This design comes from an exercise in tuning for small area on the open sky130 flow, not from production work.
Where RTL was checked, it was by simulation tests only, not by an equivalence proof against the original.
For runs 1 and 6, only the layout was checked, not whether the RTL still works.
The clock input has no modelled driver; a real chip could not lean on it and would need a root buffer or a full tree.
No activity file was given, so power comes from the tool's default toggle rates.

**flow/run.sh**
```bash
#!/bin/bash
# The standard layout with these changes:
#  - port buffers use the smallest buffer cell (every port still gets one);
#  - after floorplan, the combinational logic is re-mapped for area with
#    OpenROAD's restructure (ABC); registers are left as synthesis made them;
set -euo pipefail
export BUFFER_PORTS_ARGS="-buffer_cell sky130_fd_sc_hd__buf_1"
export POST_FLOORPLAN_TCL="$(pwd)/flow/restructure.tcl"
export CTS_ARGS="-sink_clustering_enable -repair_clock_nets -dont_use_dummy_load"
export POST_CTS_TCL="$(pwd)/flow/post_cts.tcl"
bash standard.sh > standard_flow.log 2>&1
```
**flow/post_cts.tcl**
```tcl
set pc_block [ord::get_db_block]
set pc_root [$pc_block findInst clkbuf_0_clk]
if { $pc_root ne "NULL" && $pc_root ne "" } {
  set pc_in [[$pc_root findITerm A] getNet]
  set pc_out [[$pc_root findITerm X] getNet]
  set pc_loads {}
  foreach it [$pc_out getITerms] {
    if { [$it getInst] ne $pc_root } { lappend pc_loads $it }
  }
  set pc_ok [expr { [llength $pc_loads] <= 4 && [llength [$pc_out getBTerms]] == 0 }]
  foreach it $pc_loads {
    if { ![string match "sky130_fd_sc_hd__clkbuf_*" [[[$it getInst] getMaster] getName]] } { set pc_ok 0 }
  }
  if { $pc_ok } {
    puts "post_cts: removing [$pc_root getName], [llength $pc_loads] leaf buffers now driven by [$pc_in getName]"
    foreach it $pc_loads { $it disconnect; $it connect $pc_in }
    odb::dbInst_destroy $pc_root
    odb::dbNet_destroy $pc_out
    estimate_parasitics -placement
  } else {
    puts "post_cts: root buffer kept"
  }
}
```
**flow/restructure.tcl**
```tcl
# Re-map the combinational logic for area (registers are not touched).
set rmp_lib [lindex $::env(LIB_FILES) 0]
set rmp_lo "[lindex $::env(TIELO_CELL_AND_PORT) 0]/[lindex $::env(TIELO_CELL_AND_PORT) 1]"
set rmp_hi "[lindex $::env(TIEHI_CELL_AND_PORT) 0]/[lindex $::env(TIEHI_CELL_AND_PORT) 1]"
set rmp_dir $::env(OBJECTS_DIR)/restructure
file mkdir $rmp_dir
puts "restructure: before"
report_design_area
restructure -target area -liberty_file $rmp_lib -tielo_port $rmp_lo -tiehi_port $rmp_hi \
  -work_dir $rmp_dir -abc_logfile $::env(LOG_DIR)/2_1_restructure_abc.log
puts "restructure: after"
report_design_area
# restructure can leave a tie cell whose output drives nothing: remove it
foreach inst [[ord::get_db_block] getInsts] {
  if { [[$inst getMaster] getName] ne [lindex $::env(TIELO_CELL_AND_PORT) 0] } { continue }
  set used 0
  foreach it [$inst getITerms] {
    set n [$it getNet]
    if { $n ne "NULL" && $n ne "" && ([llength [$n getITerms]] > 1 || [llength [$n getBTerms]] > 0) } { set used 1 }
  }
  if { !$used } {
    puts "restructure: removing unused tie cell [$inst getName]"
    odb::dbInst_destroy $inst
  }
}
```
**standard.sh**
```bash
#!/bin/bash
# synth_recipe.tcl (not shown) runs the flow's synth.tcl, then flattens the netlist and writes it again
# the make line also repeats each setting of config.mk as NAME=value (left out here)
make -C /OpenROAD-flow-scripts/flow DESIGN_CONFIG=/design/flow/config.mk WORK_HOME=/design/flow/orfs CLKGATE_MAP_FILE= SYNTH_SCRIPT=/design/flow/synth_recipe.tcl "${@:-finish}"
```
**config.mk**
```make
export PLATFORM = sky130hd
export DESIGN_NAME = Simon
export DESIGN_NICKNAME = Simon
export VERILOG_FILES = /design/flow/design.v
export SDC_FILE = /design/flow/constraint.sdc
export NUM_CORES = 4
export LEC_CHECK = 0
export CAP_MARGIN = 20
export CORE_MARGIN = 2
export CORE_UTILIZATION = 40
export SLEW_MARGIN = 20
```
**constraint.sdc**
```tcl
create_clock -name core_clock -period 10.0 [get_ports {clk}]
set_input_delay 2.0000 -clock core_clock [delete_from_list [all_inputs] [get_ports {clk}]]
set_output_delay 2.0000 -clock core_clock [all_outputs]
set_load 0.01 [all_outputs]
```
**design.v**
```verilog
`timescale 1ns / 1ps
module Simon(
    output [3:0]    an,
    output [6:0]    seg,
    output [15:0]   led,
    input  [3:0]    sw,
    input           clk,
    input           btnR,      
    input           btnL,      
    input           btnC       
    );
localparam N = 11;      
localparam LW = N - 3;  
wire        rst = ~sw[3];
reg  [1:0]  state;
reg  [2:0]  round;
reg  [2:0]  count;
reg  [7:0]  ran_bits;    
reg  [7:0]  bits;        
reg  [N-1:0] A;
reg  [N-1:0] B;
reg         P1, P2;      
reg         R1, R2;      
reg         dl;          
reg         dlR;         
reg         dbL, dbR;    
reg         X;           
wire s0 = (state == 2'd0);
wire s1 = (state == 2'd1);
wire s2 = (state == 2'd2);
wire s3 = (state == 2'd3);
wire center_pressed = dl  & ~X;
wire left_pressed   = dl  & ~dbL;
wire right_pressed  = dlR & ~dbR;
wire b          = bits[count];
wire wrong      = (right_pressed & ~b) | (left_pressed & b);
wire any        = right_pressed | left_pressed;
wire last       = (count == round);
wire [LW-1:0] lo = A[LW-1:0];
wire lo_zero = ~|lo;
wire lo_last = lo[LW-1] & ~|lo[LW-2:0];       
wire lo_fb;
generate
    if (LW == 8)      assign lo_fb = lo[7] ^ lo[5] ^ lo[4] ^ lo[3] ^ ~|lo[6:0];
    else if (LW == 3) assign lo_fb = lo[2] ^ lo[1] ^ ~|lo[1:0];
    else if (LW == 2) assign lo_fb = lo[1] ^ lo[0] ^ ~lo[0];
    else              assign lo_fb = ~lo[0];
endgenerate
wire [LW-1:0] lo_next;
generate
    if (LW > 1) assign lo_next = {lo[LW-2:0], lo_fb};
    else        assign lo_next = lo_fb;
endgenerate
wire [2:0] hi = A[N-1:N-3];
wire a_ones     = lo_last & (&hi);
wire a_zero     = lo_zero & ~|hi;
wire [3:0] top  = B[3:0];
wire flash_done = a_zero & (top == {1'b0, round} + 4'd1);
wire msg_blank  = a_ones & (&top[2:0]);
wire msg_end    = msg_blank & ~top[3];
reg  [1:0]  nstate;
always @* begin
    nstate = state;
    case (state)
        2'd0: if (center_pressed) nstate = 2'd1;
        2'd1: if (flash_done)     nstate = 2'd2;
        2'd2: if (wrong)          nstate = 2'd3;
              else if (any && last) nstate = (round == 3'd7) ? 2'd3 : 2'd1;
        default: if (msg_end)     nstate = 2'd0;
    endcase
end
wire trans = (nstate != state);
wire a_clr = ~state[0] & (P1 ^ P2);
wire b_clr = ~state[0] & (R1 ^ R2);
wire [2:0] hi_inc = hi + {2'd0, lo_last};
wire [2:0] hi_next = {hi_inc[2] | (hi[2] & ~state[0]), hi_inc[1:0]};
wire b_cin = ~state[0] | a_ones;
wire [N-1:0] b_inc = B + {{(N-1){1'b0}}, b_cin};
wire [N-1:0] b_next = {b_inc[N-1] | B[N-1], b_inc[N-2:0]};
wire a_almost = lo_last & hi[1] & hi[0];           
wire l_upd = A[N-1] | (trans & a_almost & ~(P1 ^ P2));
wire r_upd = B[N-1] | (trans & (&B[N-2:0]) & ~(R1 ^ R2));
always @(posedge clk) begin
    if (rst) begin
        state    <= 2'd0;
        round    <= 3'd0;
        count    <= 3'd0;
        ran_bits <= 8'd0;
        bits     <= 8'd0;
        A        <= {N{1'b0}};
        B        <= {N{1'b0}};
        P1       <= 1'b0;
        P2       <= 1'b0;
        R1       <= 1'b0;
        R2       <= 1'b0;
        dl       <= 1'b0;
        dlR      <= 1'b0;
        dbL      <= 1'b0;
        dbR      <= 1'b0;
        X        <= 1'b0;
    end else begin
        state    <= nstate;
        ran_bits <= ran_bits + 8'd1;
        if (s0 && !center_pressed)
            bits <= ran_bits;
        case (state)
            2'd0: begin round <= 3'd0; count <= 3'd0; end
            2'd1: count <= 3'd0;
            2'd2: if (!wrong && any) begin
                      if (!last)               count <= count + 3'd1;
                      else if (round != 3'd7)  round <= round + 3'd1;
                  end
            default: ;
        endcase
        if (trans) begin
            A <= {{(N-LW){~state[0]}}, ~state[0], {(LW-1){1'b0}}};
            B <= {{(N-4){1'b0}}, {4{~state[0]}}};
        end else begin
            A <= a_clr ? {N{1'b0}} : {hi_next, lo_next};
            B <= b_clr ? {N{1'b0}} : b_next;
        end
        P1  <= s0 ? btnC : (s2 & btnL);
        P2  <= P1;               
        R1  <= s2 & btnR;
        R2  <= R1;               
        dl  <= s0 ? X : (s2 & dbL);
        dlR <= dbR;              
        if (s2 && l_upd) dbL <= P2;
        if (s2 && r_upd) dbR <= R2;
        case (state)
            2'd0: if (A[N-1]) X <= P2;
            2'd1: ;
            2'd2: X <= ~wrong;
            default: if (msg_end) X <= 1'b0;
        endcase
    end
end
wire lit = s1 & ~top[3] & A[N-1];
wire fb  = bits[top[2:0]];
wire [1:0] led_flash = lit ? {~fb, fb} : 2'b00;
wire show = s3 & ~msg_blank;
reg  [3:0] an_d;
reg  [6:0] seg_d;
always @* begin
    case (A[N-2:N-3])
        2'b00: begin an_d = 4'b0111; seg_d = X ? 7'b0011001 : 7'b1000111; end
        2'b01: begin an_d = 4'b1011; seg_d = X ? 7'b0000110 : 7'b1000000; end
        2'b10: begin an_d = 4'b1101; seg_d = X ? 7'b0001000 : 7'b0010010; end
        default: begin an_d = 4'b1110; seg_d = X ? 7'b0001001 : 7'b0000110; end
    endcase
end
assign an  = show ? an_d  : 4'b1111;
assign seg = show ? seg_d : 7'b1111111;
assign led[15:8] = sw[0] ? bits : 8'd0;
assign led[7:6]  = sw[1] ? state : 2'd0;
assign led[5:4]  = led_flash;
assign led[3]    = 1'b0;
assign led[2:0]  = sw[2] ? round : count;
endmodule
```
==> notes.md, run 1 <==
Fill cells: 794
Worst VDD drop: 0.0539 mV
Post-synth cell types: 54
Global route overflow: 0
Antenna cells: 0
Worst hold margin: 424 ps
GRT Total Usage: 0.160
Clock latency (worst-skew pair): 150 ps
NumNets Final: 383
Initial Util: 0.412
Final wirelength: 6340 um
Die Wd: 90.5 um
Critical path required time: 8000 ps
Vias in the first global route: 2313
Status: complete, no violations
RSZ-0062 raised after global routing: false
Max-cap viol count: 0
Final period utilization: 0.461
Arrival @ worst endpoint: 2610 ps
RD Place Congestion: 0.880
Core ar.: 7250 um^2
Largest net degree at the start of global routing: 31
Yosys reg bits: 55
Post-detail-place hpwl: 4730 um
IO Count: 35
Die area: 8180 um^2
Startpoint types: flop
IO Port Bufs: 33
Crit end category: primary output
Sequential share of the synthesized area: 0.368
Slew @ Worst Pin: 825 ps
Placed Cells: 467
Mapped Nets: 348
Die H: 90.5 um
CTS clock-pin slew for the worst setup and hold paths: 100 ps
Synth Area per Inst: 9.01 um^2
Largest area contributor in the netlist: dfxtp_1
Wire length per cell: 13.5 um
Post-route minimum period: 4610 ps
Initial antenna violation count: 0
Layout Cells excl Fill: 471
Vias per inst: 5.26
Synth async-reset ratio: 0
Vias: 2476
CP Class: reg -> out
Post-Syn Area: 2990 um^2
Row Count: 31
Fin. Hold Viols: 0
Area contributors post-synth: dfxtp_1 37%, and2_1 5.4%, xnor2_1 5.0%
Synth-to-Final Area Change: -4.14%
LEAKAGE: 0.880 nW
Main synth FF type: dfxtp_1
# DRC: 0
Detailed Routing Iterations Pass 1: 4
Share of the synthesized area in the top cell type: 0.368
Clock sinks: 55
Skew final: 10.8 ps
Synth warn: 1
Post-synth EDFFs: 0
Final number of setup-violating endpoints: 0
Slew headroom: 0.446
Final ANT Viol Nets: 0
Fin. max-slew vios: 0
Share of layout cells above drive strength 1: 0.0134
Setup_tns: 0 ps
Min-Delay Path Class: reg -> reg
First-pass GRT wire length: 10900 um
Drt initial violations: 160
Mapped Cells: 332
Fmax: 217 MHz
Power per Cell Area: 137 nW/um^2
CP max FO: 8
[layout make-up]
cell class	count	area [um^2]	area share
Multi-Input combinational cell	220	1230	0.430
Timing Repair Buffer	34	131	0.0458
Sequential cell	55	1100	0.384
Inverter	59	221	0.0773
Clock buffer	4	55.1	0.0192
Tap cell	99	124	0.0432
[placed cells by master, fill, tap and decap left out, types with 2 or more instances in the layout]
cell type   n
clkinv_1   59
dfxtp_1    55
o21a_1      8
nand3_1     6
nor2_1     49
o221ai_1    3
o21ai_0    22
nor4_1      6
nor3_1     13
a21o_1      2
o32ai_1     2
o221a_1     2
a32oi_1     2
or3_1       2
clkbuf_8    4
a21oi_1    14
a211oi_1    7
nand2b_1    2
nand4_1     5
o32a_1      2
a2111oi_0   3
a221oi_1    9
buf_1      33
nand2_1    23
nor2b_1     4
o22ai_1    21
[state kept, by name, summed over array words and instances (netlist names)]
register  flops
A            11
B            11
bits          8
ran_bits      8
count         3
round         3
state         2
P1            1
P2            1
R1            1
R2            1
X             1
dbL           1
dbR           1
dl            1
dlR           1
[final timing paths]
kind | startpoint | endpoint | slack (ps) | cells past startpoint
worst min register to register | A[1] | A[2] | 420 | 2
worst max register to register | state[1] | B[0] | 6530 | 10
worst max-delay path | A[4] | seg[0] | 5390 | 11
worst min-delay path | A[1] | A[2] | 420 | 2
[cells by family after synthesis]
logic type	Yosys count	share of synthesized area
xor gates and xnor gates	31	0.0908
DFF	55	0.368
AOI/OAI and AO/OA	41	0.0895
other	1	0.00125
buffers and inverters	24	0.0351
adders and majority gates	8	0.0335
and+or+nand+nor	151	0.287
muxes	21	0.0950
[cells in the mapped netlist, drive strengths merged, types with 6 or more instances]
| master | count |
|---|---|
| dfxtp | 55 |
| and2 | 26 |
| nor2 | 25 |
| nor2b | 21 |
| nand3 | 20 |
| nand2 | 18 |
| xnor2 | 17 |
| mux2i | 14 |
| xor2 | 14 |
| clkbuf | 13 |
| o21ai | 10 |
| a21oi | 9 |
| ha | 8 |
| and3 | 7 |
| inv | 7 |
| nand2b | 6 |
| nor3 | 6 |
[critical path: stages (launching register included)]
cell      delay, ps
dfxtp_1         320
clkinv_1         60
nand4_1          80
nor4_1          520
nand2_1         180
nor3_1          250
clkinv_1        210
nor3_1          290
nor2_1          190
clkinv_1         90
a311o_1         100
buf_1           150
[metal layers]
layer | global-route usage | part of all wire
met3 | 0.0259 | 0.028
met5 | 0 | 0
met4 | 0.0359 | 0.011
met1 | 0.218 | 0.50
met2 | 0.266 | 0.46
[stage by stage]
step / worst slack [ps] / area, um^2 / util / total power, mW
global route: 5090 / 2870 / 0.395 / 0.416
floorplan: 5660 / 2990 / - / 0.250
finish: 5390 / 2870 / 0.395 / 0.392
global placement: 5480 / 2810 / 0.388 / 0.303
detailed placement: 5440 / 2810 / 0.388 / 0.304
[power breakdown]
group	switching, mW	internal (mW)	total [mW]
logic	0.0374	0.0218	0.0592
registers	0.0116	0.229	0.240
clock network	0.0563	0.0369	0.0932
==> inputs of run 2 (changes only) <==
--- a/design.v
+++ b/design.v
@@ -120,11 +120,11 @@
             B <= b_clr ? {N{1'b0}} : b_next;
         end
         P1  <= s0 ? btnC : (s2 & btnL);
-        P2  <= P1;               
+        P2  <= ~state[0] & P1;
         R1  <= s2 & btnR;
-        R2  <= R1;               
+        R2  <= s2 & R1;
         dl  <= s0 ? X : (s2 & dbL);
-        dlR <= dbR;              
+        dlR <= s2 & dbR;
         if (s2 && l_upd) dbL <= P2;
         if (s2 && r_upd) dbR <= R2;
         case (state)
--- a/flow/restructure.tcl
+++ b/flow/restructure.tcl
@@ -1,9 +1,31 @@
 # Re-map the combinational logic for area (registers are not touched).
-set rmp_lib [lindex $::env(LIB_FILES) 0]
+# restructure reads the liberty file itself and ignores set_dont_use, so it
+# gets a copy of the library without the platform's don't-use cells.
+set rmp_dir $::env(OBJECTS_DIR)/restructure
+file mkdir $rmp_dir
+set rmp_lib $rmp_dir/restructure.lib
+set rmp_fi [open [lindex $::env(LIB_FILES) 0] r]
+set rmp_fo [open $rmp_lib w]
+set rmp_skip 0
+set rmp_dropped 0
+while { [gets $rmp_fi rmp_line] >= 0 } {
+  if { $rmp_skip } {
+    if { $rmp_line eq "    \}" } { set rmp_skip 0 }
+    continue
+  }
+  if { [regexp {^    cell \("([^"]+)"\) \{} $rmp_line -> rmp_name] } {
+    foreach rmp_pat $::env(DONT_USE_CELLS) {
+      if { [string match $rmp_pat $rmp_name] } { set rmp_skip 1; break }
+    }
+    if { $rmp_skip } { incr rmp_dropped; continue }
+  }
+  puts $rmp_fo $rmp_line
+}
+close $rmp_fi
+close $rmp_fo
+puts "restructure: library without $rmp_dropped don't-use cells"
 set rmp_lo "[lindex $::env(TIELO_CELL_AND_PORT) 0]/[lindex $::env(TIELO_CELL_AND_PORT) 1]"
 set rmp_hi "[lindex $::env(TIEHI_CELL_AND_PORT) 0]/[lindex $::env(TIEHI_CELL_AND_PORT) 1]"
-set rmp_dir $::env(OBJECTS_DIR)/restructure
-file mkdir $rmp_dir
 puts "restructure: before"
 report_design_area
 restructure -target area -liberty_file $rmp_lib -tielo_port $rmp_lo -tiehi_port $rmp_hi \
@@ -23,3 +45,10 @@
     odb::dbInst_destroy $inst
   }
 }
+# no cell the platform marks don't-use may remain
+foreach inst [[ord::get_db_block] getInsts] {
+  set m [[$inst getMaster] getName]
+  foreach pat $::env(DONT_USE_CELLS) {
+    if { [string match $pat $m] } { error "restructure left don't-use cell $m ([$inst getName])" }
+  }
+}
==> run 2 against run 1 <==
Still clean; non-clock buffer count unchanged; combinational power down about 60%; sequential share of layout area up 0.67 points; die area down 1.4%; fmax down 2.3%; final area down 1.7%; core utilization down 0.25 points; hold slack better by 1.6 ps; via count down 3.2%; worst setup slack worse by 110 ps; register-to-register slack worse by 540 ps; count of clock-buffer cells in the layout unchanged; largest power group unchanged; highest routed layer unchanged.
==> notes.md, run 2 <==
Status: complete, no violations
Worst VDD drop: 0.0618 mV
Global route overflow: 0
Post-Syn Area: 2950 um^2
Final ANT Viol Nets: 0
Fraction of synthesized area in multiplexers: 0.0930
Initial Util: 0.411
CP max FO: 7
Startpoint types: flop
Vias per inst: 5.12
IO Count: 35
Post-Synth Simple-Gate Area: 0.264
Post-route minimum period: 4710 ps
Final number of setup-violating endpoints: 0
Skew final: 39.5 ps
Net switching power: 0.0726 mW
Post-synth EDFFs: 0
Max-cap viol count: 0
XOR/XNOR share of the synthesized area: 0.0891
Largest net degree at the start of global routing: 24
Main synth FF type: dfxtp_1
Die H: 89.8 um
Compound-Gate Fraction of Synth Area: 0.110
Wire length per cell: 12.7 um
Slowest stage cell, crit path: or4_1
Register share of total power: 0.665
Largest area contributor in the netlist: dfxtp_1
Critical path's largest stage delay: 460 ps
CP most frequent cell: clkinv_1
Detailed Routing Iterations Pass 1: 4
Setup_tns: 0 ps
Yosys reg bits: 55
Placed Cells: 464
Clk pwr share: 0.267
Layout Cells excl Fill: 468
Post-Place Worst Slack: 5410 ps
Slew headroom: 0.507
Critical-path cell list: clkinv_1 > nand4_1 > or4_1 > nor2_1 > clkinv_1 > nor3_1 > clkinv_1 > nor2_1 > clkinv_1 > nor2_1 > nor2_1 > clkinv_1 > or2_0 > buf_1
Mapped Cells: 328
Synth warn: 1
Critical path required time: 8000 ps
Antenna cells: 0
Final period utilization: 0.471
First-pass GRT wire length: 10300 um
Vias in the first global route: 2211
Min-Delay Path Class: reg -> reg
# DRC: 0
Post-synth cell types: 51
Synth-to-Final Area Change: -4.41%
Footprint of the multi-input gates: 1150 um^2
NumNets Final: 380
Mapped Nets: 344
RD Place Congestion: 0.830
Post-detail-place hpwl: 4450 um
Drt initial violations: 165
CTS clock-pin slew for the worst setup and hold paths: 80 ps
Fill cells: 757
GRT Total Usage: 0.151
Fin. max-slew vios: 0
Top flop regs: A (11), B (11)
Core ar.: 7180 um^2
Share of layout cells above drive strength 1: 0.0136
Row Count: 31
Adder-cell share of the synthesized area: 0.0340
IO Port Bufs: 33
Fin. Hold Viols: 0
Die Wd: 89.8 um
LEAKAGE: 0.867 nW
Final wirelength: 5950 um
CP Class: reg -> out
Main combinational cell family by area after synthesis: simple AND/OR/NAND/NOR gates
Clock latency (worst-skew pair): 170 ps
RSZ-0062 raised after global routing: false
Top cells by count, synth: 55 x dfxtp_1, 24 x and2_1, 23 x nor2_1
Fmax: 212 MHz
Storage cell area: 1100 um^2
Logic pwr share: 0.069
Commonest non-fill, non-tap cells in the layout: 67 x clkinv_1, 56 x nor2_1, 55 x dfxtp_1
Synth async-reset ratio: 0
Slew @ Worst Pin: 735 ps
Sequential share of the synthesized area: 0.374
Crit end category: primary output
Internal power: 0.268 mW
Area contributors post-synth: dfxtp_1 37%, xnor2_1 5.3%, and2_1 5.1%
Power per Cell Area: 121 nW/um^2
Vias: 2398
Clock sinks: 55
Initial antenna violation count: 0
Commonest non-fill, non-tap cell in the layout: clkinv_1
Count leader, synth: dfxtp_1
Synth Area per Inst: 8.99 um^2
Share of the synthesized area in the top cell type: 0.374
Die area: 8070 um^2
Arrival @ worst endpoint: 2710 ps
Fin worst setup slack: 5290 ps
Sw frac: 0.213
[run 2: changes by cell type in the layout (fill, tap and decap cells not counted), sizes merged, moves of 3 or more]
cell | before | now
nand2 | 23 | 9
o21ai | 22 | 34
a211oi | 7 | 10
a21oi | 14 | 11
clkinv | 59 | 67
nor4 | 6 | 2
o21a | 8 | 0
nor2 | 49 | 56
[run 2: per-stage QoR]
step                      hold WS (ps)  cell area [um^2]  utilization  total power, mW
final                              425              2820        0.393            0.341
after global routing               449              2820        0.393            0.357
after detailed placement           418              2760        0.385            0.255
after global placement             410              2760        0.385            0.255
after floorplan                    420              2950            -            0.253
[run 2: worst paths after layout]
check        endpoint  slack [ps]  cells after the start  startpoint
max            seg[3]        5290                     14        A[4]
min              A[2]         430                      2        A[1]
max reg2reg      B[9]        5990                     24        A[4]
min reg2reg      A[2]         430                      2        A[1]
[run 2: per-layer routing]
layer,wire (um),GRT usage,up-vias
li1,-,-,1256
met1,2930,0.208,1060
met2,2640,0.246,75
met3,308,0.0243,7
met4,72,0.0397,0
met5,0,0,-
[run 2: worst max-delay path, delay by kind of cell, from the launching register on]
kind,cells,cell delay (ps)
buffers and inverters,6,710
AND/OR/NAND/NOR,8,1540
flip-flops,1,320
[run 2: area by class of cell]
type	instances	area share
Inverter	67	0.0893
Clock buffer	4	0.0195
Timing Repair Buffer	34	0.0466
Multi-Input combinational cell	209	0.410
Tap cell	99	0.0440
Sequential cell	55	0.391
[run 2: cell families (layout without fill, tap and decap cells)]
group,after synthesis,in the layout
AO/OA/AOI/OAI,47,105
adder cells (fa/ha/maj),8,0
XOR/XNOR,30,0
buffers and inverters,22,105
flip-flops,55,55
multiplexers,22,0
other,1,1
AND/OR/NAND/NOR,143,103
[run 2: power by group through the flow]
stage,Sequential (mW),Clock (mW),Combinational [mW]
2_1_floorplan,0.232,0,0.0210
3_3_place_gp,0.232,0,0.0231
3_5_place_dp,0.232,0,0.0234
5_1_grt,0.227,0.103,0.0269
6_report,0.227,0.0909,0.0234
==> inputs of run 3 (changes only) <==
--- a/flow/restructure.tcl
+++ b/flow/restructure.tcl
@@ -15,6 +15,9 @@
   }
   if { [regexp {^    cell \("([^"]+)"\) \{} $rmp_line -> rmp_name] } {
     foreach rmp_pat $::env(DONT_USE_CELLS) {
+      if { [string match $rmp_pat $rmp_name] } { set rmp_skip 1; break }
+    }
+    foreach rmp_pat {*_2 *_4 *_8 *_12 *_16 *_6 *_3} {
       if { [string match $rmp_pat $rmp_name] } { set rmp_skip 1; break }
     }
     if { $rmp_skip } { incr rmp_dropped; continue }
==> run 3 against run 2 <==
The run now fails in floorplan; synthesized area unchanged; synthesized cell count unchanged.
==> notes.md, run 3 <==
Initial Util: 0.411
Err: [ERROR RMP-0006] Error executing ABC command source /design/flow/orfs/objects/sky130hd/Simon/base/restructure/Simon0ord_abc_script.tcl.
Area contributors post-synth: dfxtp_1 37%, xnor2_1 5.3%, and2_1 5.1%
Die Wd: 89.8 um
Count leader, synth: dfxtp_1
Die H: 89.8 um
Stopped at: floorplan
Largest area contributor in the netlist: dfxtp_1
Top cells by count, synth: 55 x dfxtp_1, 24 x and2_1, 23 x nor2_1
Share of the synthesized area in the top cell type: 0.374
Mapped Nets: 344
Synth Area per Inst: 8.99 um^2
Synth warn: 1
Row Count: 31
Synth async-reset ratio: 0
Sequential share of the synthesized area: 0.374
Post-synth EDFFs: 0
Main synth FF type: dfxtp_1
Status: aborted with a tool error
Post-synth cell types: 51
Post-Syn Area: 2950 um^2
Mapped Cells: 328
Yosys reg bits: 55
## run 3: cell families after synthesis
logic type	count (synthesis)	share of synthesized area
simple gates	143	0.264
flops	55	0.374
compound gates	47	0.110
xor+xnor	30	0.0891
mux	22	0.0929
buf+inv	22	0.0352
fa+ha+maj	8	0.0340
other cells	1	0.00127
==> inputs of run 4 (changes only) <==
--- a/flow/restructure.tcl
+++ b/flow/restructure.tcl
@@ -17,7 +17,7 @@
     foreach rmp_pat $::env(DONT_USE_CELLS) {
       if { [string match $rmp_pat $rmp_name] } { set rmp_skip 1; break }
     }
-    foreach rmp_pat {*_2 *_4 *_8 *_12 *_16 *_6 *_3} {
+    foreach rmp_pat {*xor* *xnor* *mux*} {
       if { [string match $rmp_pat $rmp_name] } { set rmp_skip 1; break }
     }
     if { $rmp_skip } { incr rmp_dropped; continue }
==> run 4 against run 3 <==
The flow again stops in floorplan; synthesized area stayed put; synthesized cell count unchanged.
==> notes.md, run 4 <==
Status: aborted with a tool error
Stopped at: floorplan
Err: [ERROR RMP-0006] Error executing ABC command source /design/flow/orfs/objects/sky130hd/Simon/base/restructure/Simon0ord_abc_script.tcl.
Synth Area per Inst: 8.99 um^2
Largest area contributor in the netlist: dfxtp_1
Sequential share of the synthesized area: 0.374
Die Wd: 89.8 um
Initial Util: 0.411
Mapped Nets: 344
Area contributors post-synth: dfxtp_1 37%, xnor2_1 5.3%, and2_1 5.1%
Row Count: 31
Mapped Cells: 328
Count leader, synth: dfxtp_1
Post-synth EDFFs: 0
Top cells by count, synth: 55 x dfxtp_1, 24 x and2_1, 23 x nor2_1
Main synth FF type: dfxtp_1
Yosys reg bits: 55
Synth async-reset ratio: 0
Share of the synthesized area in the top cell type: 0.374
Post-synth cell types: 51
Synth warn: 1
Die H: 89.8 um
Post-Syn Area: 2950 um^2
## run 4: cell counts after synthesis
No cell type changed its count.
## run 4: cells by family after synthesis
group           count (synthesis)  synth area share
fa+ha+maj                       8            0.0340
simple gates                  143             0.264
other cells                     1           0.00127
xor+xnor                       30            0.0891
compound gates                 47             0.110
mux                            22            0.0929
flops                          55             0.374
buf+inv                        22            0.0352
==> inputs of run 5 (changes only) <==
--- a/design.v
+++ b/design.v
@@ -32,7 +32,8 @@
 wire center_pressed = dl  & ~X;
 wire left_pressed   = dl  & ~dbL;
 wire right_pressed  = dlR & ~dbR;
-wire b          = bits[count];
+wire [2:0] bidx = state[0] ? B[2:0] : count;
+wire b          = bits[bidx];
 wire wrong      = (right_pressed & ~b) | (left_pressed & b);
 wire any        = right_pressed | left_pressed;
 wire last       = (count == round);
@@ -136,7 +137,7 @@
     end
 end
 wire lit = s1 & ~top[3] & A[N-1];
-wire fb  = bits[top[2:0]];
+wire fb  = b;
 wire [1:0] led_flash = lit ? {~fb, fb} : 2'b00;
 wire show = s3 & ~msg_blank;
 reg  [3:0] an_d;
--- a/flow/restructure.tcl
+++ b/flow/restructure.tcl
@@ -15,9 +15,6 @@
   }
   if { [regexp {^    cell \("([^"]+)"\) \{} $rmp_line -> rmp_name] } {
     foreach rmp_pat $::env(DONT_USE_CELLS) {
-      if { [string match $rmp_pat $rmp_name] } { set rmp_skip 1; break }
-    }
-    foreach rmp_pat {*xor* *xnor* *mux*} {
       if { [string match $rmp_pat $rmp_name] } { set rmp_skip 1; break }
     }
     if { $rmp_skip } { incr rmp_dropped; continue }
==> run 5 against run 4 <==
Now clean on timing, DRC and antenna; synthesized cell count down 0.61%; synthesized area up 1.0%.
==> notes.md, run 5 <==
First-pass GRT wire length: 10100 um
Row Count: 31
CTS clock-pin slew for the worst setup and hold paths: 90 ps
Die H: 90.3 um
Final wirelength: 5870 um
Count leader, synth: dfxtp_1
Internal power: 0.298 mW
Commonest non-fill, non-tap cells in the layout: 69 x clkinv_1, 55 x dfxtp_1, 53 x nor2_1
Synth-to-Final Area Change: -5.55%
Area contributors post-synth: dfxtp_1 37%, mux2i_1 5.0%, xor2_1 4.7%
Fraction of synthesized area in multiplexers: 0.0966
Critical path required time: 8000 ps
Clock sinks: 55
Post-route cell area: 2810 um^2
LEAKAGE: 0.872 nW
Vias in the first global route: 2208
Min-Delay Path Class: reg -> reg
# DRC: 0
IO Count: 35
Clock latency (worst-skew pair): 160 ps
Logic pwr share: 0.186
Wire length per cell: 12.4 um
Max-cap viol count: 0
Detailed Routing Iterations Pass 1: 8
Fmax: 209 MHz
Die Wd: 90.3 um
Final ANT Viol Nets: 0
Register share of total power: 0.599
IO Port Bufs: 33
Post-synth EDFFs: 0
Fin. max-slew vios: 0
Largest area contributor in the netlist: dfxtp_1
Adder-cell share of the synthesized area: 0.0336
Final period utilization: 0.480
Vias per inst: 5.17
Die area: 8150 um^2
Sequential share of the synthesized area: 0.370
Antenna cells: 0
Post-route minimum period: 4800 ps
Sw frac: 0.288
Largest net degree at the start of global routing: 24
Fill cells: 801
Core ar.: 7210 um^2
Fin. Hold Viols: 0
Compound-Gate Fraction of Synth Area: 0.116
Initial antenna violation count: 0
XOR/XNOR share of the synthesized area: 0.0912
RSZ-0062 raised after global routing: false
Top cells by count, synth: 55 x dfxtp_1, 26 x nand2_1, 22 x and2_1, 22 x nand3_1, 18 x nor2_1
Mapped Nets: 342
Commonest non-fill, non-tap cell in the layout: clkinv_1
Synth Area per Inst: 9.13 um^2
Drt initial violations: 127
Top flop regs: A (11), B (11)
Yosys reg bits: 55
GRT Total Usage: 0.149
Skew final: 27.4 ps
Slew @ Worst Pin: 970 ps
Clk pwr share: 0.216
Main synth FF type: dfxtp_1
Slew headroom: 0.351
Arrival @ worst endpoint: 2800 ps
Placed inst area: 2760 um^2
Net switching power: 0.121 mW
Vias: 2439
Synth warn: 1
Crit end category: primary output
Post-Synth Simple-Gate Area: 0.258
Share of the synthesized area in the top cell type: 0.370
CP Class: reg -> out
Share of layout cells above drive strength 1: 0.0107
CP max FO: 17
RD Place Congestion: 0.864
Initial Util: 0.413
Post-detail-place hpwl: 4590 um
Post-synth cell types: 51
Power per Cell Area: 149 nW/um^2
Synth async-reset ratio: 0
Worst VDD drop: 0.0524 mV
Setup_tns: 0 ps
Main combinational cell family by area after synthesis: simple AND/OR/NAND/NOR gates
Post-Syn Area: 2980 um^2
Final number of setup-violating endpoints: 0
NumNets Final: 384
Status: complete, no violations
Mapped Cells: 326
Global route overflow: 0
Startpoint types: flop
run 5: cell count changes after synthesis, sizes merged, moves of 3 or more:
| cell | delta |
|---|---|
| nand2 | +6 |
| and3 | +5 |
| nor3 | -5 |
| a21o | -4 |
| clkbuf | +4 |
| nand3 | +4 |
| xor2 | +4 |
| inv | -3 |
| o2111ai | +3 |
| xnor2 | -3 |
run 5: metal layers:
layer  part of all wire  track usage  vias up
li1                   -            -     1255
met1               0.50        0.205     1132
met2               0.46        0.244       47
met3              0.030       0.0234        5
met4             0.0090       0.0346        0
met5                  0            0        -
run 5: kinds of logic (layout without fill, tap and decap cells):
group                      after synthesis  count (layout)
muxes                                   23               0
and+or+nand+nor                        143             106
AOI/OAI and AO/OA                       44             105
xor gates and xnor gates                31               0
adders and majority gates                8               0
DFF                                     55              55
other                                    1               1
buffers and inverters                   21             106
run 5: layout make-up:
| type | instances | area (um^2) | share of cell area |
|---|---|---|---|
| Clock buffer | 4 | 55.1 | 0.0196 |
| Inverter | 69 | 259 | 0.0921 |
| Multi-Input combinational cell | 212 | 1150 | 0.409 |
| Sequential cell | 55 | 1100 | 0.391 |
| Tap cell | 99 | 124 | 0.0440 |
| Timing Repair Buffer | 33 | 124 | 0.0440 |
run 5: path summary, 6_finish.rpt:
path / from / end / slack [ps] / depth (start not counted)
worst max-delay path: state[0] / led[4] / 5200 / 8
worst min-delay path: A[2] / A[3] / 440 / 2
worst max register to register: state[0] / A[10] / 5560 / 13
worst min register to register: A[2] / A[3] / 440 / 2
run 5: worst max-delay path: stages (launching register included):
cell	delay, ps
dfxtp_1	670
clkinv_1	400
o22ai_1	460
clkinv_1	220
o22ai_1	180
o21ai_0	90
o22ai_1	270
nor2b_1	200
buf_1	160
run 5: power by group through the flow:
| stage | Clock (mW) | Combinational, mW | Sequential [mW] |
|---|---|---|---|
| 6_report | 0.0904 | 0.0779 | 0.251 |
| 5_1_grt | 0.103 | 0.0898 | 0.254 |
| 3_5_place_dp | 0 | 0.0768 | 0.256 |
| 3_3_place_gp | 0 | 0.0759 | 0.256 |
| 2_1_floorplan | 0 | 0.0580 | 0.240 |
run 5: stage by stage:
step                instances  worst slack [ps]  utilization  total power, mW  hold slack, ps
floorplan                 326              5660            -            0.298             432
global placement          468              5420        0.382            0.332             422
detailed placement        468              5310        0.382            0.333             423
global route              472              4870        0.390            0.446             463
finish                    472              5200        0.390            0.419             442
==> inputs of run 6 (changes only) <==
--- a/design.v
+++ b/design.v
@@ -32,8 +32,7 @@
 wire center_pressed = dl  & ~X;
 wire left_pressed   = dl  & ~dbL;
 wire right_pressed  = dlR & ~dbR;
-wire [2:0] bidx = state[0] ? B[2:0] : count;
-wire b          = bits[bidx];
+wire b          = bits[count];
 wire wrong      = (right_pressed & ~b) | (left_pressed & b);
 wire any        = right_pressed | left_pressed;
 wire last       = (count == round);
@@ -89,13 +88,9 @@
         ran_bits <= 8'd0;
         bits     <= 8'd0;
         A        <= {N{1'b0}};
-        B        <= {N{1'b0}};
         P1       <= 1'b0;
         P2       <= 1'b0;
-        R1       <= 1'b0;
-        R2       <= 1'b0;
         dl       <= 1'b0;
-        dlR      <= 1'b0;
         dbL      <= 1'b0;
         dbR      <= 1'b0;
         X        <= 1'b0;
@@ -113,19 +108,13 @@
                   end
             default: ;
         endcase
-        if (trans) begin
+        if (trans)
             A <= {{(N-LW){~state[0]}}, ~state[0], {(LW-1){1'b0}}};
-            B <= {{(N-4){1'b0}}, {4{~state[0]}}};
-        end else begin
+        else
             A <= a_clr ? {N{1'b0}} : {hi_next, lo_next};
-            B <= b_clr ? {N{1'b0}} : b_next;
-        end
         P1  <= s0 ? btnC : (s2 & btnL);
         P2  <= ~state[0] & P1;
-        R1  <= s2 & btnR;
-        R2  <= s2 & R1;
         dl  <= s0 ? X : (s2 & dbL);
-        dlR <= s2 & dbR;
         if (s2 && l_upd) dbL <= P2;
         if (s2 && r_upd) dbR <= R2;
         case (state)
@@ -136,8 +125,17 @@
         endcase
     end
 end
+always @(posedge clk) begin
+    if (trans)
+        B <= {{(N-4){1'b0}}, {4{~state[0]}}};
+    else
+        B <= b_clr ? {N{1'b0}} : b_next;
+    R1  <= s2 & btnR;
+    R2  <= s2 & R1;
+    dlR <= s2 & dbR;
+end
 wire lit = s1 & ~top[3] & A[N-1];
-wire fb  = b;
+wire fb  = bits[top[2:0]];
 wire [1:0] led_flash = lit ? {~fb, fb} : 2'b00;
 wire show = s3 & ~msg_blank;
 reg  [3:0] an_d;
==> run 6 against run 5 <==
Via count is 2.5% higher; critical endpoint is now seg[3]; hold slack worse by 33 ps; wire length is 4.9% higher; combinational power increased by 15%; die area up 2.1%; register-to-register slack improved by 560 ps; power grew 6.7%; highest routed layer unchanged; largest cell class unchanged; still clean; critical path type unchanged.
==> notes.md, run 6 <==
Share of layout cells above drive strength 1: 0.0134
Mapped Cells: 326
Fin worst setup slack: 5300 ps
Min-Delay Startpoint: A[0]
Fmax: 213 MHz
Post-route minimum period: 4700 ps
Detailed Routing Iterations Pass 1: 4
Vias: 2499
RD Place Congestion: 0.842
Skew final: 34.4 ps
Die Wd: 91.2 um
Top flop regs: A (11), B (11)
Layout Cells excl Fill: 473
IO Count: 35
Final number of setup-violating endpoints: 0
Core ar.: 7290 um^2
Register-to-Register Path Depth: 13
GRT Total Usage: 0.151
Clock latency (worst-skew pair): 170 ps
Arrival @ worst endpoint: 2700 ps
Commonest non-fill, non-tap cells in the layout: 56 x clkinv_1, 55 x dfxtp_1, 49 x nor2_1
First-pass GRT wire length: 10400 um
Max-cap viol count: 0
Worst VDD drop: 0.0603 mV
Sw frac: 0.285
Die area: 8320 um^2
Main synth FF type: dfxtp_1
Count leader, synth: dfxtp_1
LEAKAGE: 0.952 nW
Overall power: 0.448 mW
Final Util: 0.393
Worst hold margin: 409 ps
Fin. max-slew vios: 0
Largest net degree at the start of global routing: 26
Post-synth cell types: 52
Placed Cells: 469
Status: complete, no violations
Global route overflow: 0
Synth Area per Inst: 9.33 um^2
Vias in the first global route: 2140
Top cells by count, synth: 55 x dfxtp_1, 26 x nand2_1, 25 x and2_1
Power per Cell Area: 156 nW/um^2
Logic pwr share: 0.201
Drt initial violations: 105
Net switching power: 0.128 mW
Placed inst area: 2810 um^2
Vias per inst: 5.28
Final wirelength: 6160 um
Initial Util: 0.417
Commonest non-fill, non-tap cell in the layout: clkinv_1
IO Port Bufs: 33
Register share of total power: 0.593
Mapped Nets: 342
# DRC: 0
Final ANT Viol Nets: 0
Min-Delay Path Class: reg -> reg
Hold Path Depth: 2
Hold Path End: A[1]
Post-Syn Area: 3040 um^2
Clk pwr share: 0.206
Slew headroom: 0.307
Share of the synthesized area in the top cell type: 0.362
CTS clock-pin slew for the worst setup and hold paths: 110 ps
Area contributors post-synth: dfxtp_1 36%, and2_1 5.1%, xnor2_1 4.9%
Clock sinks: 55
Setup_tns: 0 ps
Synth async-reset ratio: 0
Row Count: 31
Fin. Hold Viols: 0
Yosys reg bits: 55
Crit end category: primary output
Largest area contributor in the netlist: dfxtp_1
Synth warn: 1
Startpoint types: flop
Post-route cell area: 2860 um^2
Antenna cells: 0
Internal power: 0.320 mW
Slew @ Worst Pin: 1040 ps
Wire length per cell: 13.0 um
Die H: 91.2 um
Post-synth EDFFs: 0
CP Class: reg -> out
Post-Place Worst Slack: 5420 ps
Synth-to-Final Area Change: -5.88%
Slack of the worst reg-to-reg path: 6120 ps
Crit Reg-Reg Startpoint: count[1]
Final period utilization: 0.470
NumNets Final: 385
Reg2reg end: A[3]
Post-detail-place hpwl: 4580 um
Critical path required time: 8000 ps
Initial antenna violation count: 0
RSZ-0062 raised after global routing: false
CP max FO: 7
Sequential share of the synthesized area: 0.362
run 6: cell count changes after synthesis, sizes merged, moves of 4 or more:
cell	delta
nand3	-6
o21ai	-7
o221ai	+4
nand3b	+4
and3	-5
nor3	+15
o31ai	+4
nor2	-9
run 6: routing by layer:
layer	track usage	vias to the layer above	wire length [um]
met3	0.0324	4	345
met1	0.217	1137	3160
met4	0.0303	0	54
li1	-	1293	-
met2	0.235	65	2600
met5	0	-	0
run 6: kinds of logic after synthesis:
family | Yosys count | synth area share
and+or+nand+nor | 147 | 0.280
DFF | 55 | 0.362
AOI/OAI and AO/OA | 42 | 0.109
xor gates and xnor gates | 31 | 0.0892
muxes | 22 | 0.0954
buffers and inverters | 20 | 0.0308
adders and majority gates | 8 | 0.0329
other | 1 | 0.00123
run 6: how the worst max path moves through the flow:
| stage | startpoint | endpoint | slack (ps) | depth (start not counted) |
|---|---|---|---|---|
| floorplan | sw[2] | led[0] | 5660 | 1 |
| global placement | sw[0] | led[10] | 5440 | 4 |
| detailed placement | sw[0] | led[11] | 5420 | 4 |
| global route | A[1] | seg[3] | 5050 | 11 |
| finish | A[1] | seg[3] | 5300 | 11 |
run 6: worst max-delay path: stages (launching register included):
cell      delay, ps
dfxtp_1         320
clkinv_1         50
nand4_1          90
nor4_1          480
nand2_1         190
nor3_1          360
clkinv_1        190
nor3_1          340
nor3_1          180
clkinv_1         80
or2_0           100
buf_1           150
run 6: final cells by class:
class	count	area [um^2]
Fill cell	808	4430
Clock buffer	4	55.1
Inverter	56	210
Tap cell	99	124
Sequential cell	55	1100
Timing Repair Buffer	34	131
Multi-Input combinational cell	225	1240
run 6: power by group through the flow:
stage / registers, mW / logic (mW) / clock network (mW)
global route: 0.270 / 0.102 / 0.105
floorplan: 0.259 / 0.0776 / 0
global placement: 0.270 / 0.0874 / 0
detailed placement: 0.270 / 0.0896 / 0
finish: 0.266 / 0.0898 / 0.0922
==> inputs of run 7 (changes only) <==
--- a/design.v
+++ b/design.v
@@ -88,9 +88,13 @@
         ran_bits <= 8'd0;
         bits     <= 8'd0;
         A        <= {N{1'b0}};
+        B        <= {N{1'b0}};
         P1       <= 1'b0;
         P2       <= 1'b0;
+        R1       <= 1'b0;
+        R2       <= 1'b0;
         dl       <= 1'b0;
+        dlR      <= 1'b0;
         dbL      <= 1'b0;
         dbR      <= 1'b0;
         X        <= 1'b0;
@@ -108,13 +112,19 @@
                   end
             default: ;
         endcase
-        if (trans)
+        if (trans) begin
             A <= {{(N-LW){~state[0]}}, ~state[0], {(LW-1){1'b0}}};
-        else
+            B <= {{(N-4){1'b0}}, {4{~state[0]}}};
+        end else begin
             A <= a_clr ? {N{1'b0}} : {hi_next, lo_next};
+            B <= b_clr ? {N{1'b0}} : b_next;
+        end
         P1  <= s0 ? btnC : (s2 & btnL);
         P2  <= ~state[0] & P1;
+        R1  <= s2 & btnR;
+        R2  <= s2 & R1;
         dl  <= s0 ? X : (s2 & dbL);
+        dlR <= s2 & dbR;
         if (s2 && l_upd) dbL <= P2;
         if (s2 && r_upd) dbR <= R2;
         case (state)
@@ -124,15 +134,6 @@
             default: if (msg_end) X <= 1'b0;
         endcase
     end
-end
-always @(posedge clk) begin
-    if (trans)
-        B <= {{(N-4){1'b0}}, {4{~state[0]}}};
-    else
-        B <= b_clr ? {N{1'b0}} : b_next;
-    R1  <= s2 & btnR;
-    R2  <= s2 & R1;
-    dlR <= s2 & dbR;
 end
 wire lit = s1 & ~top[3] & A[N-1];
 wire fb  = bits[top[2:0]];
--- a/flow/post_cts.tcl
+++ b/flow/post_cts.tcl
@@ -21,3 +21,38 @@
     puts "post_cts: root buffer kept"
   }
 }
+
+# The leaf buffers drive only about 14 flip-flops each: use a smaller buffer
+# when the estimated flip-flop clock-pin slew stays under 120 ps.
+proc pc_max_clk_slew { } {
+  set mx 0
+  foreach p [get_pins -hierarchical */CLK] {
+    set s [get_property $p slew_max]
+    if { $s > $mx } { set mx $s }
+  }
+  return $mx
+}
+set pc_clk [[ord::get_db_block] findNet clk]
+if { $pc_clk ne "NULL" && $pc_clk ne "" && [llength [$pc_clk getITerms]] <= 4 } {
+  set pc_leaves {}
+  set pc_masters {}
+  foreach it [$pc_clk getITerms] {
+    set inst [$it getInst]
+    if { [string match "sky130_fd_sc_hd__clkbuf_*" [[$inst getMaster] getName]] } {
+      lappend pc_leaves [$inst getName]
+      lappend pc_masters [[$inst getMaster] getName]
+    }
+  }
+  if { [llength $pc_leaves] == [llength [$pc_clk getITerms]] } {
+    foreach i $pc_leaves { replace_cell $i sky130_fd_sc_hd__buf_6 }
+    estimate_parasitics -placement
+    set pc_s [pc_max_clk_slew]
+    if { $pc_s < 0.120 } {
+      puts "post_cts: leaf buffers now sky130_fd_sc_hd__buf_6, max clock-pin slew $pc_s"
+    } else {
+      foreach i $pc_leaves m $pc_masters { replace_cell $i $m }
+      estimate_parasitics -placement
+      puts "post_cts: leaf buffers kept ($pc_s with sky130_fd_sc_hd__buf_6)"
+    }
+  }
+}
==> flow/restructure.tcl (replaced) <==
# Re-map the combinational logic for area (registers are not touched).
set rmp_lib [lindex $::env(LIB_FILES) 0]
set rmp_lo "[lindex $::env(TIELO_CELL_AND_PORT) 0]/[lindex $::env(TIELO_CELL_AND_PORT) 1]"
set rmp_hi "[lindex $::env(TIEHI_CELL_AND_PORT) 0]/[lindex $::env(TIEHI_CELL_AND_PORT) 1]"
set rmp_dir $::env(OBJECTS_DIR)/restructure
file mkdir $rmp_dir
puts "restructure: before"
report_design_area
restructure -target area -liberty_file $rmp_lib -tielo_port $rmp_lo -tiehi_port $rmp_hi \
  -work_dir $rmp_dir -abc_logfile $::env(LOG_DIR)/2_1_restructure_abc.log
puts "restructure: after"
report_design_area
# restructure can leave a tie cell whose output drives nothing: remove it
foreach inst [[ord::get_db_block] getInsts] {
  if { [[$inst getMaster] getName] ne [lindex $::env(TIELO_CELL_AND_PORT) 0] } { continue }
  set used 0
  foreach it [$inst getITerms] {
    set n [$it getNet]
    if { $n ne "NULL" && $n ne "" && ([llength [$n getITerms]] > 1 || [llength [$n getBTerms]] > 0) } { set used 1 }
  }
  if { !$used } {
    puts "restructure: removing unused tie cell [$inst getName]"
    odb::dbInst_destroy $inst
  }
}
==> run 7 against run 6 <==
First-iteration DRC count increased by 41%; core utilization fell by 0.39 points; via count is 3.2% lower; worst setup slack improved by 130 ps; final cell count shrank 1.5%; combinational power decreased by 75%; sequential cell count unchanged; hold slack better by 49 ps; critical path depth is 7 lower; die area decreased by 3.0%.
==> notes.md, run 7 <==
Status: complete, no violations
Post-detail-place hpwl: 4450 um
Core ar.: 7180 um^2
Area contributors post-synth: dfxtp_1 37%, xnor2_1 5.3%, and2_1 5.1%
Main synth FF type: dfxtp_1
Max-cap viol count: 0
Die area: 8070 um^2
Sw frac: 0.223
CP Class: in -> out
IO Port Bufs: 33
Top flop regs: A (11), B (11)
Setup_tns: 0 ps
Synth Area per Inst: 8.99 um^2
Worst VDD drop: 0.0592 mV
Synth warn: 1
Vias per inst: 5.19
RD Place Congestion: 0.884
Clk pwr share: 0.263
# DRC: 0
Hold Path Depth: 1
Antenna cells: 0
Startpoint types: primary input
Post-synth EDFFs: 0
Critical path required time: 8000 ps
Wire length per cell: 12.6 um
Slew @ Worst Pin: 1010 ps
Clock latency (worst-skew pair): 140 ps
Final ANT Viol Nets: 0
Fin. max-slew vios: 0
Post-synth cell types: 51
Min-Delay Path Class: reg -> reg
Register-to-Register Path Depth: 22
CP max FO: 8
Row Count: 31
Arrival @ worst endpoint: 2570 ps
Share of the synthesized area in the top cell type: 0.374
Power per Cell Area: 122 nW/um^2
Overall power: 0.339 mW
Initial Util: 0.411
Mapped Cells: 328
LEAKAGE: 0.854 nW
Yosys reg bits: 55
Vias: 2420
Post-Syn Area: 2950 um^2
NumNets Final: 378
CTS clock-pin slew for the worst setup and hold paths: 80 ps
Logic pwr share: 0.067
Skew final: 24.0 ps
Synth-to-Final Area Change: -5.35%
Count leader, synth: dfxtp_1
Die Wd: 89.8 um
Final wirelength: 5890 um
Commonest non-fill, non-tap cells in the layout: 64 x clkinv_1, 55 x dfxtp_1, 52 x nor2_1
Commonest non-fill, non-tap cell in the layout: clkinv_1
Die H: 89.8 um
Share of layout cells above drive strength 1: 0.0109
Fin. Hold Viols: 0
First-pass GRT wire length: 10100 um
Vias in the first global route: 2114
Initial antenna violation count: 0
Internal power: 0.264 mW
Detailed Routing Iterations Pass 1: 5
Drt initial violations: 148
Crit end category: primary output
Global route overflow: 0
IO Count: 35
Largest net degree at the start of global routing: 21
Sequential share of the synthesized area: 0.374
Fmax: 219 MHz
GRT Total Usage: 0.149
Largest area contributor in the netlist: dfxtp_1
Mapped Nets: 344
Final number of setup-violating endpoints: 0
Synth async-reset ratio: 0
RSZ-0062 raised after global routing: false
Final period utilization: 0.457
Clock sinks: 55
Net switching power: 0.0757 mW
Slew headroom: 0.318
Post-route minimum period: 4570 ps
Top cells by count, synth: 55 x dfxtp_1, 24 x and2_1, 23 x nor2_1
Register share of total power: 0.671
run 7: critical path: stages:
cell and delay (ps):
buf_1 70, clkinv_1 190, nor2_1 150, buf_1 170
run 7: layout make-up:
| type | count | area [um^2] |
|---|---|---|
| inverters | 64 | 240 |
| clock buffers | 4 | 45.0 |
| flip-flops and latches | 55 | 1100 |
| fillers | 759 | 4390 |
| repair buffers | 33 | 124 |
| well taps | 99 | 124 |
| multi-input cells | 211 | 1160 |
run 7: cell families (layout without fill, tap and decap cells):
logic type / count (synthesis) / count (layout) / synth area share
simple gates: 143 / 106 / 0.264
buf+inv: 22 / 101 / 0.0352
mux: 22 / 0 / 0.0929
compound gates: 47 / 104 / 0.110
fa+ha+maj: 8 / 0 / 0.0340
xor+xnor: 30 / 0 / 0.0891
flops: 55 / 55 / 0.374
other cells: 1 / 1 / 0.00127
run 7: power by group through the flow:
stage	Clock (mW)	Combinational [mW]	Sequential, mW
after floorplan	0	0.0210	0.232
after global placement	0	0.0220	0.233
after detailed placement	0	0.0225	0.232
after global routing	0.103	0.0257	0.228
final	0.0890	0.0226	0.228
run 7: routing by layer:
layer	part of all wire	global-route usage	wire length, um	vias up
li1	-	-	-	1263
met3	0.037	0.0243	217	7
met1	0.49	0.210	2890	1101
met4	0.011	0.0359	62	0
met5	0	0	0	-
met2	0.46	0.239	2710	49
run 7: final timing paths:
check,to,slack (ps),startpoint
max,led[8],5430,sw[0]
max reg2reg,B[9],6150,A[0]
min,ran_bits[7],460,ran_bits[7]
min reg2reg,ran_bits[7],460,ran_bits[7]
run 7: stage by stage:
| step | hold slack, ps | util | cells | instance area [um^2] | setup WS [ps] |
|---|---|---|---|---|---|
| finish | 458 | 0.389 | 466 | 2790 | 5430 |
| floorplan | 420 | - | 328 | 2950 | 5660 |
| global route | 483 | 0.389 | 466 | 2790 | 5200 |
| global placement | 437 | 0.383 | 462 | 2750 | 5450 |
| detailed placement | 445 | 0.383 | 462 | 2750 | 5420 |
==> inputs of run 8 (changes only) <==
==> flow/post_cts.tcl (replaced) <==
set pc_block [ord::get_db_block]
set pc_root [$pc_block findInst clkbuf_0_clk]
if { $pc_root ne "NULL" && $pc_root ne "" } {
  set pc_in [[$pc_root findITerm A] getNet]
  set pc_out [[$pc_root findITerm X] getNet]
  set pc_loads {}
  foreach it [$pc_out getITerms] {
    if { [$it getInst] ne $pc_root } { lappend pc_loads $it }
  }
  set pc_ok [expr { [llength $pc_loads] <= 4 && [llength [$pc_out getBTerms]] == 0 }]
  foreach it $pc_loads {
    if { ![string match "sky130_fd_sc_hd__clkbuf_*" [[[$it getInst] getMaster] getName]] } { set pc_ok 0 }
  }
  if { $pc_ok } {
    puts "post_cts: removing [$pc_root getName], [llength $pc_loads] leaf buffers now driven by [$pc_in getName]"
    foreach it $pc_loads { $it disconnect; $it connect $pc_in }
    odb::dbInst_destroy $pc_root
    odb::dbNet_destroy $pc_out
    estimate_parasitics -placement
  } else {
    puts "post_cts: root buffer kept"
  }
}

# Each leaf buffer drives only 10 to 20 flip-flops: give each the smallest
# buffer that keeps the estimated clock-pin slew of its flip-flops under 120 ps.
proc pc_leaf_slew { inst } {
  set mx 0
  set net [[$inst findITerm X] getNet]
  foreach it [$net getITerms] {
    if { [$it getInst] eq $inst } { continue }
    set p [get_pins [[$it getInst] getName]/[[$it getMTerm] getName]]
    set s [get_property $p slew_max]
    if { $s > $mx } { set mx $s }
  }
  return $mx
}
set pc_clk [[ord::get_db_block] findNet clk]
if { $pc_clk ne "NULL" && $pc_clk ne "" && [llength [$pc_clk getITerms]] <= 4 } {
  foreach it [$pc_clk getITerms] {
    set inst [$it getInst]
    set orig [[$inst getMaster] getName]
    if { ![string match "sky130_fd_sc_hd__clkbuf_*" $orig] } { continue }
    set name [$inst getName]
    set done 0
    foreach cell {sky130_fd_sc_hd__buf_4 sky130_fd_sc_hd__buf_6} {
      replace_cell $name $cell
      estimate_parasitics -placement
      set s [pc_leaf_slew $inst]
      if { $s < 0.120 } {
        puts "post_cts: $name is now $cell, max clock-pin slew $s"
        set done 1
        break
      }
    }
    if { !$done } {
      replace_cell $name $orig
      estimate_parasitics -placement
      puts "post_cts: $name kept as $orig"
    }
  }
}
==> run 8 against run 7 <==
Still clean; die area is the same; sequential share of layout area grew 0.053 points; synthesized area is the same; first-iteration DRC count is the same; largest cell class unchanged.
==> notes.md, run 8 <==
Status: complete, no violations
Main synth FF type: dfxtp_1
Fin. max-slew vios: 0
CP Class: in -> out
Top flop regs: A (11), B (11)
Die H: 89.8 um
Initial Util: 0.411
Final ANT Viol Nets: 0
Register share of total power: 0.677
Post-Place Worst Slack: 5420 ps
Startpoint types: primary input
LEAKAGE: 0.852 nW
Mapped Nets: 344
Area contributors post-synth: dfxtp_1 37%, xnor2_1 5.3%, and2_1 5.1%
Max-cap viol count: 0
Post-Syn Area: 2950 um^2
Sequential share of the synthesized area: 0.374
IO Count: 35
Post-Synth Simple-Gate Area: 0.264
Clock sinks: 55
Row Count: 31
Global route overflow: 0
Fin worst setup slack: 5430 ps
Detailed Routing Iterations Pass 1: 4
Compound-Gate Fraction of Synth Area: 0.110
Post-detail-place hpwl: 4450 um
Clock latency (worst-skew pair): 140 ps
Vias in the first global route: 2114
Initial antenna violation count: 0
Largest area contributor in the netlist: dfxtp_1
Skew final: 24.4 ps
Slack of the worst reg-to-reg path: 6150 ps
Post-synth cell types: 51
Commonest non-fill, non-tap cells in the layout: 64 x clkinv_1, 55 x dfxtp_1, 52 x nor2_1
Hold Path Depth: 2
Synth async-reset ratio: 0
Min-Delay Startpoint: A[3]
Core ar.: 7180 um^2
Post-route minimum period: 4570 ps
Fin. Hold Viols: 0
Clk pwr share: 0.256
Antenna cells: 0
Share of the synthesized area in the top cell type: 0.374
Top cells by count, synth: 55 x dfxtp_1, 24 x and2_1, 23 x nor2_1
Final period utilization: 0.457
Crit end category: primary output
IO Port Bufs: 33
Arrival @ worst endpoint: 2570 ps
Commonest non-fill, non-tap cell in the layout: clkinv_1
XOR/XNOR share of the synthesized area: 0.0891
Fraction of synthesized area in multiplexers: 0.0930
CTS clock-pin slew for the worst setup and hold paths: 100 ps
Adder-cell share of the synthesized area: 0.0340
Logic pwr share: 0.067
Internal power: 0.261 mW
Final Util: 0.388
GRT Total Usage: 0.149
Post-synth EDFFs: 0
First-pass GRT wire length: 10100 um
Synth warn: 1
Vias per inst: 5.16
Slew headroom: 0.316
RD Place Congestion: 0.884
NumNets Final: 378
Synth Area per Inst: 8.99 um^2
Share of layout cells above drive strength 1: 0.0109
Setup_tns: 0 ps
# DRC: 0
Mapped Cells: 328
Vias: 2405
Wire length per cell: 12.6 um
CP max FO: 8
Crit Reg-Reg Startpoint: A[0]
Count leader, synth: dfxtp_1
Min-Delay Path Class: reg -> reg
RSZ-0062 raised after global routing: false
Hold Path End: A[4]
Fmax: 219 MHz
Yosys reg bits: 55
Reg2reg end: B[9]
Drt initial violations: 148
Largest net degree at the start of global routing: 21
Final wirelength: 5880 um
Die Wd: 89.8 um
Worst VDD drop: 0.0592 mV
Die area: 8070 um^2
Net switching power: 0.0752 mW
Sw frac: 0.224
Slew @ Worst Pin: 1020 ps
Main combinational cell family by area after synthesis: simple AND/OR/NAND/NOR gates
Critical path required time: 8000 ps
Power per Cell Area: 121 nW/um^2
Register-to-Register Path Depth: 22
Synth-to-Final Area Change: -5.48%
Final number of setup-violating endpoints: 0
## run 8: worst max-delay path by stage
| stage | from | slack (ps) | endpoint |
|---|---|---|---|
| 3_3_place_gp | sw[0] | 5450 | led[8] |
| 3_5_place_dp | sw[0] | 5420 | led[9] |
| 6_report | sw[0] | 5430 | led[8] |
| 5_1_grt | A[0] | 5200 | seg[0] |
| 2_1_floorplan | sw[2] | 5660 | led[0] |
## run 8: per-stage QoR
stage          cells  area, um^2  hold WS (ps)  power, mW
2_1_floorplan    328        2950           420      0.253
3_3_place_gp     462        2750           437      0.255
3_5_place_dp     462        2750           445      0.255
5_1_grt          466        2790           483      0.354
6_report         466        2790           461      0.336
## run 8: final cells by class
type,count,area [um^2]
fillers,760,4390
multi-input cells,211,1160
flip-flops and latches,55,1100
inverters,64,240
repair buffers,33,124
well taps,99,124
clock buffers,4,41.3
## run 8: power groups by stage
stage / Combinational (mW) / Clock (mW) / Sequential [mW]
after floorplan: 0.0210 / 0 / 0.232
after global placement: 0.0220 / 0 / 0.233
after detailed placement: 0.0225 / 0 / 0.232
after global routing: 0.0257 / 0.100 / 0.228
final: 0.0226 / 0.0858 / 0.227
## run 8: kinds of logic (layout without fill, tap and decap cells)
kind of cell / after synthesis / in the layout
muxes: 22 / 0
adders and majority gates: 8 / 0
xor gates and xnor gates: 30 / 0
DFF: 55 / 55
buffers and inverters: 22 / 101
and+or+nand+nor: 143 / 106
AOI/OAI and AO/OA: 47 / 104
other: 1 / 1
## run 8: routing by layer
metal,part of all wire,vias to the layer above,GRT usage
met5,0,-,0
met4,0.0095,0,0.0359
met3,0.040,6,0.0243
met2,0.46,52,0.239
met1,0.49,1088,0.210
li1,-,1259,-
## run 8: critical path: stages
cell	delay, ps
buf_1	70
clkinv_1	190
nor2_1	150
buf_1	170

[afterwards: timing with drivers on the ports]
In the flow no input, the clock included, has a driving cell. The finished layouts below were timed again as built, in two steps.
Step 1 (the two cells are an assumption about what drives the block):
set clk [get_ports {clk}]
set_driving_cell -lib_cell sky130_fd_sc_hd__clkbuf_16 $clk
set_driving_cell -lib_cell sky130_fd_sc_hd__buf_2 [delete_from_list [all_inputs] $clk]
Step 2 moves the port delays by t, midway between the first and last clock arrival at a register: inputs arrive t later, outputs are due t later. That takes back most of the time a late clock gives input paths.
a / b / c = no drivers / after step 1 / after step 2; a / b = the first two.
| run | t (ns) | setup slack, ns | slew at the worst register clock pin (ns) |
|---|---|---|---|
| run 1 | 0.200 | 5.395 / 5.342 / 5.416 | 0.10 / 0.10 |
| run 2 | 0.203 | 5.288 / 5.234 / 5.410 | 0.12 / 0.12 |
| run 5 | 0.200 | 5.204 / 5.150 / 5.349 | 0.10 / 0.10 |
| run 6 | 0.209 | 5.303 / 5.245 / 5.404 | 0.11 / 0.11 |
| run 7 | 0.178 | 5.428 / 5.406 / 5.406 | 0.11 / 0.11 |
| run 8 | 0.182 | 5.428 / 5.406 / 5.406 | 0.11 / 0.11 |
After both steps every run listed still meets setup and hold.
